What follows belongs to an exercise in optimizing a design on an open flow for small area, a short achievable clock period and few clock cycles per item; a production flow would make more cautious choices. Where RTL was checked, it was by simulation tests only, not by an equivalence proof against the original.

==> xenon: inputs <==
==> flow/design.v <==
module huffman_top (
    input         clk,
    input         reset,
    input         gray_valid,
    input  [7:0]  gray_data,
    output        CNT_valid,
    output [47:0] CNT,
    output        code_valid,
    output [47:0] HC,
    output [47:0] M
);
reg        vld, srt, mrg, clr, cnt_v, code_v, srt_d, mrg_d;
reg  [4:1] F;
always @(posedge clk or posedge reset) begin
    if (reset) begin
        vld <= 1'b0; srt <= 1'b0; mrg <= 1'b0; clr <= 1'b1;
        F <= 4'b0; cnt_v <= 1'b0; code_v <= 1'b0;
        srt_d <= 1'b0; mrg_d <= 1'b0;
    end else begin
        vld    <= gray_valid;
        cnt_v  <= vld && !gray_valid;
        code_v <= mrg && !F[1];
        clr    <= mrg && !F[1];
        srt_d  <= srt;
        mrg_d  <= mrg;
        if (vld && !gray_valid) begin
            srt <= 1'b1;
            F   <= 4'b1111;
        end else if (srt || mrg) begin
            if (!F[1]) begin
                srt <= 1'b0;
                mrg <= srt;
                F   <= {4{srt}};
            end else
                F <= {1'b0, F[4:2]};
        end
    end
end
reg  [6:0] R [0:5];
reg  [2:0] p [0:5];
reg  [4:0] hc [0:5];
reg  [4:0] mk [0:5];
reg  [5:1] bq;
wire [6:0] sum = R[0] + R[1];
wire [6:0] X = ({7{srt}} & R[0]) | ({7{mrg}} & sum);
wire [7:0] b;
assign b[0] = 1'b0;
assign b[1] = srt && (F[1] || R[1] < X);
assign b[2] = (srt && F[2]) || R[2] < X;
assign b[3] = (srt && F[3]) || R[3] < X;
assign b[4] = (srt && F[4]) || R[4] < X;
assign b[5] = R[5] < X;
assign b[6] = 1'b0;
assign b[7] = 1'b0;
wire [5:0] inc;
genvar g;
generate for (g = 0; g < 6; g = g + 1) begin : sym
    assign inc[g] = gray_valid && (gray_data[2:0] == ((g == 5) ? 3'd1 : g + 2));
end endgenerate
integer m;
reg [6:0] r1, r2, ra, rb;
reg       s1, s0;
always @(posedge clk) begin
    for (m = 0; m < 6; m = m + 1) begin
        r1 = (m < 5) ? R[m + 1] : 7'd127;
        r2 = (m < 4) ? R[m + 2] : 7'd127;
        ra = srt ? r1 : r2;
        rb = mrg ? r1 : R[m] + inc[m];
        s1 = (srt && b[m + 1]) || (mrg && b[m + 2]);
        s0 = (srt && b[m]) || (mrg && b[m + 1]) || ((srt || mrg) && m == 0) || clr;
        R[m] <= s1 ? ra : s0 ? X : rb;
    end
    bq <= b[5:1];
end
wire [5:1] t = srt_d ? bq[5:1] : {1'b0, bq[5:2]};
wire [2:0] q = {t[4], t[2] & !t[4], (t[1] & !t[2]) | (t[3] & !t[4]) | t[5]};
integer k;
reg [2:0] pc;
reg       bp;
always @(posedge clk) begin
    for (k = 0; k < 6; k = k + 1) begin
        bp = (p[k] == 3'd0) ? 1'b0 : bq[p[k]];
        if (srt_d)
            pc = (p[k] == 3'd0) ? q : bp ? p[k] - 3'd1 : p[k];
        else if (mrg_d)
            pc = (p[k] < 3'd2) ? q : bp ? p[k] - 3'd2 : p[k] - 3'd1;
        else
            pc = p[k];
        if (srt || mrg)
            p[k] <= pc;
        else
            p[k] <= (k == 0) ? 3'd5 : k - 1;
        if (mrg && pc < 3'd2) begin
            mk[k] <= {mk[k][3:0], 1'b1};
            hc[k] <= hc[k] | ((pc == 3'd0) ? ({mk[k][3:0], 1'b1} & ~mk[k]) : 5'd0);
        end else if (!mrg) begin
            mk[k] <= 5'd0;
            hc[k] <= 5'd0;
        end
    end
end
assign CNT_valid  = cnt_v;
assign code_valid = code_v;
assign CNT = {1'b0, R[5], 1'b0, R[0], 1'b0, R[1], 1'b0, R[2], 1'b0, R[3], 1'b0, R[4]};
assign HC  = {3'b0, hc[0], 3'b0, hc[1], 3'b0, hc[2], 3'b0, hc[3], 3'b0, hc[4], 3'b0, hc[5]};
assign M   = {3'b0, mk[0], 3'b0, mk[1], 3'b0, mk[2], 3'b0, mk[3], 3'b0, mk[4], 3'b0, mk[5]};
endmodule
==> flow/run.sh <==
#!/bin/bash
# synth_recipe.tcl (not shown) runs the flow's synth.tcl, then flattens the netlist and writes it again
# the make line also repeats each setting of config.mk as NAME=value (left out here)
make -C /OpenROAD-flow-scripts/flow DESIGN_CONFIG=/design/flow/config.mk WORK_HOME=/design/flow/orfs CLKGATE_MAP_FILE= SYNTH_SCRIPT=/design/flow/synth_recipe.tcl finish
==> flow/config.mk <==
export PLATFORM = sky130hd
export DESIGN_NAME = huffman_top
export DESIGN_NICKNAME = huffman_top
export VERILOG_FILES = /design/flow/design.v
export SDC_FILE = /design/flow/constraint.sdc
export NUM_CORES = 4
export LEC_CHECK = 0
export CAP_MARGIN = 20
export CORE_MARGIN = 2
export CORE_UTILIZATION = 40
export SLEW_MARGIN = 20
==> flow/constraint.sdc <==
create_clock -name core_clock -period 10.0 [get_ports {clk}]
set_input_delay 2.0000 -clock core_clock [delete_from_list [all_inputs] [get_ports {clk}]]
set_output_delay 2.0000 -clock core_clock [all_outputs]
set_load 0.01 [all_outputs]
==> garnet: changes against xenon <==
==> flow/design.v (replaced) <==
module huffman_top (
    input         clk,
    input         reset,
    input         gray_valid,
    input  [7:0]  gray_data,
    output        CNT_valid,
    output [47:0] CNT,
    output        code_valid,
    output [47:0] HC,
    output [47:0] M
);
reg        vld, srt, mrg, clr, cnt_v, code_v, gm;
reg  [4:1] F;
always @(posedge clk or posedge reset) begin
    if (reset) begin
        vld <= 1'b0; srt <= 1'b0; mrg <= 1'b0; clr <= 1'b1;
        F <= 4'b0; cnt_v <= 1'b0; code_v <= 1'b0; gm <= 1'b0;
    end else begin
        vld    <= gray_valid;
        cnt_v  <= vld && !gray_valid;
        code_v <= mrg && !F[1];
        clr    <= mrg && !F[1];
        if (vld && !gray_valid) begin
            srt <= 1'b1;
            gm  <= 1'b0;
            F   <= 4'b1111;
        end else if (srt || mrg) begin
            if (!F[1]) begin
                srt <= 1'b0;
                if (srt) gm <= 1'b1;
                mrg <= srt;
                F   <= {4{srt}};
            end else
                F <= {1'b0, F[4:2]};
        end
    end
end
reg  [6:0] R [0:5];
reg  [2:0] p [0:5];
reg  [4:0] hc [0:5];
reg  [2:0] ln [0:5];    
wire [6:0] X = (clr ? 7'd0 : R[0]) + (mrg ? R[1] : 7'd0);
wire [6:0] r1c = gm ? R[1] : 7'd0;
function lt3(input [6:0] a, input [6:0] c, input [6:0] r);
    reg [6:0] s, k;
    reg [7:0] t;
    begin
        s = a ^ c ^ ~r;
        k = (a & c) | (a & ~r) | (c & ~r);
        t = {1'b0, s} + {k[5:0], 1'b0};
        lt3 = k[6] | t[7];
    end
endfunction
wire [7:0] b;
assign b[0] = 1'b0;
assign b[1] = srt && (F[1] || R[1] < R[0]);
assign b[2] = (srt && F[2]) || lt3(R[0], r1c, R[2]);
assign b[3] = (srt && F[3]) || lt3(R[0], r1c, R[3]);
assign b[4] = (srt && F[4]) || lt3(R[0], r1c, R[4]);
assign b[5] = lt3(R[0], r1c, R[5]);
assign b[6] = 1'b0;
assign b[7] = 1'b0;
reg  [2:0] px;
always @(posedge clk)
    px <= gray_data[2:0];
wire [5:0] inc;
genvar g;
generate for (g = 0; g < 6; g = g + 1) begin : sym
    assign inc[g] = vld && (px == ((g == 5) ? 3'd1 : g + 2));
end endgenerate
integer m;
reg [6:0] r1, r2, ones;
reg       s1, s0;
always @(posedge clk) begin
    for (m = 0; m < 6; m = m + 1) begin
        r1 = (m < 5) ? R[m + 1] : 7'd127;
        r2 = (m < 4) ? R[m + 2] : 7'd127;
        ones = {&R[m][5:0], &R[m][4:0], &R[m][3:0], &R[m][2:0], &R[m][1:0], R[m][0], 1'b1};
        s0 = (srt && (b[m] || m == 0)) || (mrg && !b[m + 2]) || clr;
        s1 = (srt && !b[m + 1] && (b[m] || m == 0)) || (mrg && (b[m + 1] || m == 0)) || clr;
        case ({s1, s0})
            2'd0: R[m] <= R[m] ^ (ones & {7{inc[m]}});
            2'd1: R[m] <= r1;
            2'd2: R[m] <= r2;
            2'd3: R[m] <= X;
        endcase
    end
end
wire [5:1] t = srt ? b[5:1] : {1'b0, b[5:2]};
wire [2:0] q = {t[3], t[2] & !t[5], t[1] & !t[4]};
function [2:0] jdec1(input [2:0] j);    
    jdec1 = {!j[0], j[2], j[1]};
endfunction
function [2:0] jdec2(input [2:0] j);    
    jdec2 = {!j[1], !j[0], j[2]};
endfunction
function [5:0] jhot(input [2:0] j);     
    jhot = {j[2] & !j[1], j[1] & !j[0], j[2] & j[0], !j[2] & j[1], !j[1] & j[0], !j[2] & !j[0]};
endfunction
localparam [17:0] PINIT = {3'b110, 3'b111, 3'b011, 3'b001, 3'b000, 3'b100};
integer k;
reg [5:0] h, lh;
reg       bp, first2, inv, one;
reg [2:0] base, nxt;
always @(posedge clk) begin
    for (k = 0; k < 6; k = k + 1) begin
        h = jhot(p[k]);
        bp = |(h[5:1] & b[5:1]);
        first2 = h[0] | h[1];
        base = srt ? p[k] : jdec1(p[k]);
        nxt = bp ? jdec1(base) : base;
        p[k] <= (srt || mrg) ? (((srt && h[0]) || (mrg && first2)) ? q : nxt)
                             : PINIT[3 * k +: 3];
        inv = mrg && first2;
        one = mrg && h[0];
        ln[k] <= ({3{mrg & !first2}} & ln[k]) | ({3{inv}} & {ln[k][1:0], !ln[k][2]});
        lh = jhot(ln[k]);
        hc[k] <= ({5{mrg}} & hc[k]) | ({5{one}} & lh[4:0]);
    end
end
assign CNT_valid  = cnt_v;
assign code_valid = code_v;
assign CNT = {1'b0, R[5], 1'b0, R[0], 1'b0, R[1], 1'b0, R[2], 1'b0, R[3], 1'b0, R[4]};
assign HC  = {3'b0, hc[0], 3'b0, hc[1], 3'b0, hc[2], 3'b0, hc[3], 3'b0, hc[4], 3'b0, hc[5]};
function [7:0] mask(input [2:0] j);
    mask = {3'b0, j[2] & !j[1], j[2] & !j[0], j[2], j[2] | j[1], 1'b1};
endfunction
assign M   = {mask(ln[0]), mask(ln[1]), mask(ln[2]), mask(ln[3]), mask(ln[4]), mask(ln[5])};
endmodule
==> flow/flow/run.sh (new file) <==
#!/bin/bash
set -euo pipefail
export BUFFER_PORTS_ARGS="-buffer_cell sky130_fd_sc_hd__buf_1"
export SETUP_SLACK_MARGIN=6.7
bash standard.sh finish > flow.log 2>&1
==> flow/standard.sh (new file) <==
#!/bin/bash
# synth_recipe.tcl (not shown) runs the flow's synth.tcl, then flattens the netlist and writes it again
# the make line also repeats each setting of config.mk as NAME=value (left out here)
make -C /OpenROAD-flow-scripts/flow DESIGN_CONFIG=/design/flow/config.mk WORK_HOME=/design/flow/orfs CLKGATE_MAP_FILE= SYNTH_SCRIPT=/design/flow/synth_recipe.tcl "${@:-finish}"
--- a/flow/config.mk
+++ b/flow/config.mk
@@ -7,5 +7,7 @@
 export LEC_CHECK = 0
-export CAP_MARGIN = 20
+export ABC_AREA = 1
+export CAP_MARGIN = 0
 export CORE_MARGIN = 2
 export CORE_UTILIZATION = 40
-export SLEW_MARGIN = 20
+export CTS_BUF_LIST = sky130_fd_sc_hd__clkbuf_8
+export SLEW_MARGIN = 0
removed: flow/run.sh
==> raven: changes against xenon <==
==> flow/flow/run.sh (new file) <==
#!/bin/bash
set -euo pipefail
export BUFFER_PORTS_ARGS="-buffer_cell sky130_fd_sc_hd__buf_1"
export SETUP_SLACK_MARGIN=6.5
bash standard.sh finish > flow.log 2>&1
==> flow/standard.sh (new file) <==
#!/bin/bash
# synth_recipe.tcl (not shown) runs the flow's synth.tcl, then flattens the netlist and writes it again
# the make line also repeats each setting of config.mk as NAME=value (left out here)
make -C /OpenROAD-flow-scripts/flow DESIGN_CONFIG=/design/flow/config.mk WORK_HOME=/design/flow/orfs CLKGATE_MAP_FILE= SYNTH_SCRIPT=/design/flow/synth_recipe.tcl "${@:-finish}"
removed: flow/run.sh
==> juniper: changes against xenon <==
==> flow/design.v (replaced) <==
module huffman_top (
    input         clk,
    input         reset,
    input         gray_valid,
    input  [7:0]  gray_data,
    output        CNT_valid,
    output [47:0] CNT,
    output        code_valid,
    output [47:0] HC,
    output [47:0] M
);
reg        vld, srt, mrg, clr, cnt_v, code_v, gm;
reg  [4:1] F;
always @(posedge clk or posedge reset) begin
    if (reset) begin
        vld <= 1'b0; srt <= 1'b0; mrg <= 1'b0; clr <= 1'b1;
        F <= 4'b0; cnt_v <= 1'b0; code_v <= 1'b0; gm <= 1'b0;
    end else begin
        vld    <= gray_valid;
        cnt_v  <= vld && !gray_valid;
        code_v <= mrg && !F[1];
        clr    <= mrg && !F[1];
        if (vld && !gray_valid) begin
            srt <= 1'b1;
            gm  <= 1'b0;
            F   <= 4'b1111;
        end else if (srt || mrg) begin
            if (!F[1]) begin
                srt <= 1'b0;
                if (srt) gm <= 1'b1;
                mrg <= srt;
                F   <= {4{srt}};
            end else
                F <= {1'b0, F[4:2]};
        end
    end
end
reg  [6:0] R [0:5];
reg  [2:0] p [0:5];
reg  [4:0] hc [0:5];
reg  [4:0] mk [0:5];
wire [6:0] X = (clr ? 7'd0 : R[0]) + (mrg ? R[1] : 7'd0);
wire [6:0] r1c = gm ? R[1] : 7'd0;
function lt3(input [6:0] a, input [6:0] c, input [6:0] r);
    reg [6:0] s, k;
    reg [7:0] t;
    begin
        s = a ^ c ^ ~r;
        k = (a & c) | (a & ~r) | (c & ~r);
        t = {1'b0, s} + {k[5:0], 1'b0};
        lt3 = k[6] | t[7];
    end
endfunction
wire [7:0] b;
assign b[0] = 1'b0;
assign b[1] = srt && (F[1] || R[1] < R[0]);
assign b[2] = (srt && F[2]) || lt3(R[0], r1c, R[2]);
assign b[3] = (srt && F[3]) || lt3(R[0], r1c, R[3]);
assign b[4] = (srt && F[4]) || lt3(R[0], r1c, R[4]);
assign b[5] = lt3(R[0], r1c, R[5]);
assign b[6] = 1'b0;
assign b[7] = 1'b0;
wire [5:0] inc;
genvar g;
generate for (g = 0; g < 6; g = g + 1) begin : sym
    assign inc[g] = gray_valid && (gray_data[2:0] == ((g == 5) ? 3'd1 : g + 2));
end endgenerate
integer m;
reg [6:0] r1, r2, ra, rb, ones;
reg       s1, s0;
always @(posedge clk) begin
    for (m = 0; m < 6; m = m + 1) begin
        r1 = (m < 5) ? R[m + 1] : 7'd127;
        r2 = (m < 4) ? R[m + 2] : 7'd127;
        ra = srt ? r1 : r2;
        ones = {&R[m][5:0], &R[m][4:0], &R[m][3:0], &R[m][2:0], &R[m][1:0], R[m][0], 1'b1};
        rb = mrg ? r1 : R[m] ^ (ones & {7{inc[m]}});
        s1 = (srt && b[m + 1]) || (mrg && b[m + 2]);
        s0 = (srt && b[m]) || (mrg && b[m + 1]) || ((srt || mrg) && m == 0) || clr;
        R[m] <= s1 ? ra : s0 ? X : rb;
    end
end
wire [5:1] t = srt ? b[5:1] : {1'b0, b[5:2]};
wire [2:0] q = {t[3], t[2] & !t[5], t[1] & !t[4]};
function [2:0] jdec1(input [2:0] j);    
    jdec1 = {!j[0], j[2], j[1]};
endfunction
function [2:0] jdec2(input [2:0] j);    
    jdec2 = {!j[1], !j[0], j[2]};
endfunction
function [5:0] jhot(input [2:0] j);     
    jhot = {j[2] & !j[1], j[1] & !j[0], j[2] & j[0], !j[2] & j[1], !j[1] & j[0], !j[2] & !j[0]};
endfunction
localparam [17:0] PINIT = {3'b110, 3'b111, 3'b011, 3'b001, 3'b000, 3'b100};
integer k;
reg [5:0] h;
reg       bp, first2, inv, one;
always @(posedge clk) begin
    for (k = 0; k < 6; k = k + 1) begin
        h = jhot(p[k]);
        bp = |(h[5:1] & b[5:1]);
        first2 = h[0] | h[1];
        p[k] <= ({3{srt & h[0]}} & q) | ({3{srt & !h[0] & bp}} & jdec1(p[k]))
              | ({3{srt & !h[0] & !bp}} & p[k])
              | ({3{mrg & first2}} & q) | ({3{mrg & !first2 & bp}} & jdec2(p[k]))
              | ({3{mrg & !first2 & !bp}} & jdec1(p[k]))
              | ({3{!srt & !mrg}} & PINIT[3 * k +: 3]);
        inv = mrg && first2;
        one = mrg && h[0];
        mk[k] <= ({5{mrg}} & mk[k]) | ({5{inv}} & {mk[k][3:0], 1'b1});
        hc[k] <= ({5{mrg}} & hc[k]) | ({5{one}} & {mk[k][3:0], 1'b1} & ~mk[k]);
    end
end
assign CNT_valid  = cnt_v;
assign code_valid = code_v;
assign CNT = {1'b0, R[5], 1'b0, R[0], 1'b0, R[1], 1'b0, R[2], 1'b0, R[3], 1'b0, R[4]};
assign HC  = {3'b0, hc[0], 3'b0, hc[1], 3'b0, hc[2], 3'b0, hc[3], 3'b0, hc[4], 3'b0, hc[5]};
assign M   = {3'b0, mk[0], 3'b0, mk[1], 3'b0, mk[2], 3'b0, mk[3], 3'b0, mk[4], 3'b0, mk[5]};
endmodule
==> flow/flow/run.sh (new file) <==
#!/bin/bash
set -euo pipefail
export BUFFER_PORTS_ARGS="-buffer_cell sky130_fd_sc_hd__buf_1"
export SETUP_SLACK_MARGIN=6.5
bash standard.sh finish > flow.log 2>&1
==> flow/standard.sh (new file) <==
#!/bin/bash
# synth_recipe.tcl (not shown) runs the flow's synth.tcl, then flattens the netlist and writes it again
# the make line also repeats each setting of config.mk as NAME=value (left out here)
make -C /OpenROAD-flow-scripts/flow DESIGN_CONFIG=/design/flow/config.mk WORK_HOME=/design/flow/orfs CLKGATE_MAP_FILE= SYNTH_SCRIPT=/design/flow/synth_recipe.tcl "${@:-finish}"
--- a/flow/config.mk
+++ b/flow/config.mk
@@ -10,2 +10,5 @@
 export CORE_UTILIZATION = 40
+export CTS_BUF_LIST = sky130_fd_sc_hd__clkbuf_8
+export CTS_CLUSTER_DIAMETER = 100
+export CTS_CLUSTER_SIZE = 30
 export SLEW_MARGIN = 20
removed: flow/run.sh
==> run notes <==
| metric | xenon | juniper | raven | garnet |
|---|---|---|---|---|
| Result of the run | no timing/DRC/antenna violations | no timing/DRC/antenna violations | no timing/DRC/antenna violations | no timing/DRC/antenna violations |
| Ratio of routed vias to standard cells | 5.847 | 5.417 | 5.827 | 5.019 |
| Compound-gate portion of the synthesized area | 0.2340 | 0.2208 | 0.2340 | 0.1014 |
| Xor/xnor share of the synthesized area | 0.03272 | 0.03999 | 0.03272 | 0.02869 |
| Largest net degree at the start of global routing | 56 | 71 | 60 | 57 |
| Non-clock inverters | 67 | 81 | 67 | 147 |
| Detailed placer's ending HPWL | 20.57 mm | 17.69 mm | 20.66 mm | 17.76 mm |
| Cell with the largest stage delay on the worst path | a31oi_4 | dfrtp_2 | o31ai_1 | dfxtp_1 |
| Multi-input gates | 929 | 852 | 930 | 909 |
| Number of tap cells inserted | 335 | 280 | 335 | 275 |
| Overall routing resource usage | 0.2081 | 0.2100 | 0.2152 | 0.2169 |
| Sequential cell count of the final layout | 137 | 131 | 137 | 122 |
| Endpoint kind of the worst setup timing path | flip-flop | flip-flop | flip-flop | output pin |
| Number of gates resized after CTS | 0 | 33 | 77 | 16 |
| Non-clk bufs | 119 | 138 | 171 | 125 |
| Hold EP | mk[5][0]$_SDFFE_PP1N_ | hc[2][3]$_DFF_P_ | mk[4][0]$_SDFFE_PP1N_ | hc[0][2]$_DFF_P_ |
| Syn-to-layout area delta | 16.23% | 14.27% | 20.85% | 11.29% |
| FFs w/ async S/R, synth | 0.08759 | 0.08397 | 0.08759 | 0.09016 |
| Root buf cell | clkbuf_16 | clkbuf_8 | clkbuf_16 | clkbuf_8 |
| Post-synthesis cell area | 10710 µm² | 8980 µm² | 10710 µm² | 8547 µm² |
| Multiplexer fraction of the synthesized cell area | 0.07292 | 0.04640 | 0.07292 | 0 |
| Met2 capacity usage during global routing | 0.3498 | 0.3254 | 0.3709 | 0.3689 |
Testbench counts of garnet, summed over its fixed seeds: cycles 35,840, images 320.
No functional check of the RTL was part of xenon, raven and juniper.

==> separate check: timing with driven ports <==
How much do the figures lean on ideal ports? The routed layouts below were timed once more, with nothing changed but the port constraints. Step 1 sets driving cells, clkbuf_16 on the clock port and buf_2 on the other inputs (assumed; they add their load-dependent delay and slew). Step 2 adds t to the input delays and takes it off the output delays; t is the mean of the earliest and latest rising clock arrival at the registers after step 1. Input paths then give back, and output paths get back, about the clock's delay inside the block. Slacks: ideal ports / drivers / drivers and shift; pairs: ideal ports / drivers.
run	t (ns)	setup slack, ns	worst slew at a driven data input, ns
xenon	0.467	5.733 / 5.733 / 5.733	0.03
garnet	0.497	6.789 / 6.748 / 6.896	0.03
raven	0.465	6.328 / 6.328 / 6.148	0.05
juniper	0.498	6.568 / 6.568 / 6.150	0.03
After both steps every run listed still meets setup and hold. The setup slack of juniper, which loses most, moves by 0.000 ns with the drivers and by -0.418 ns with both steps.
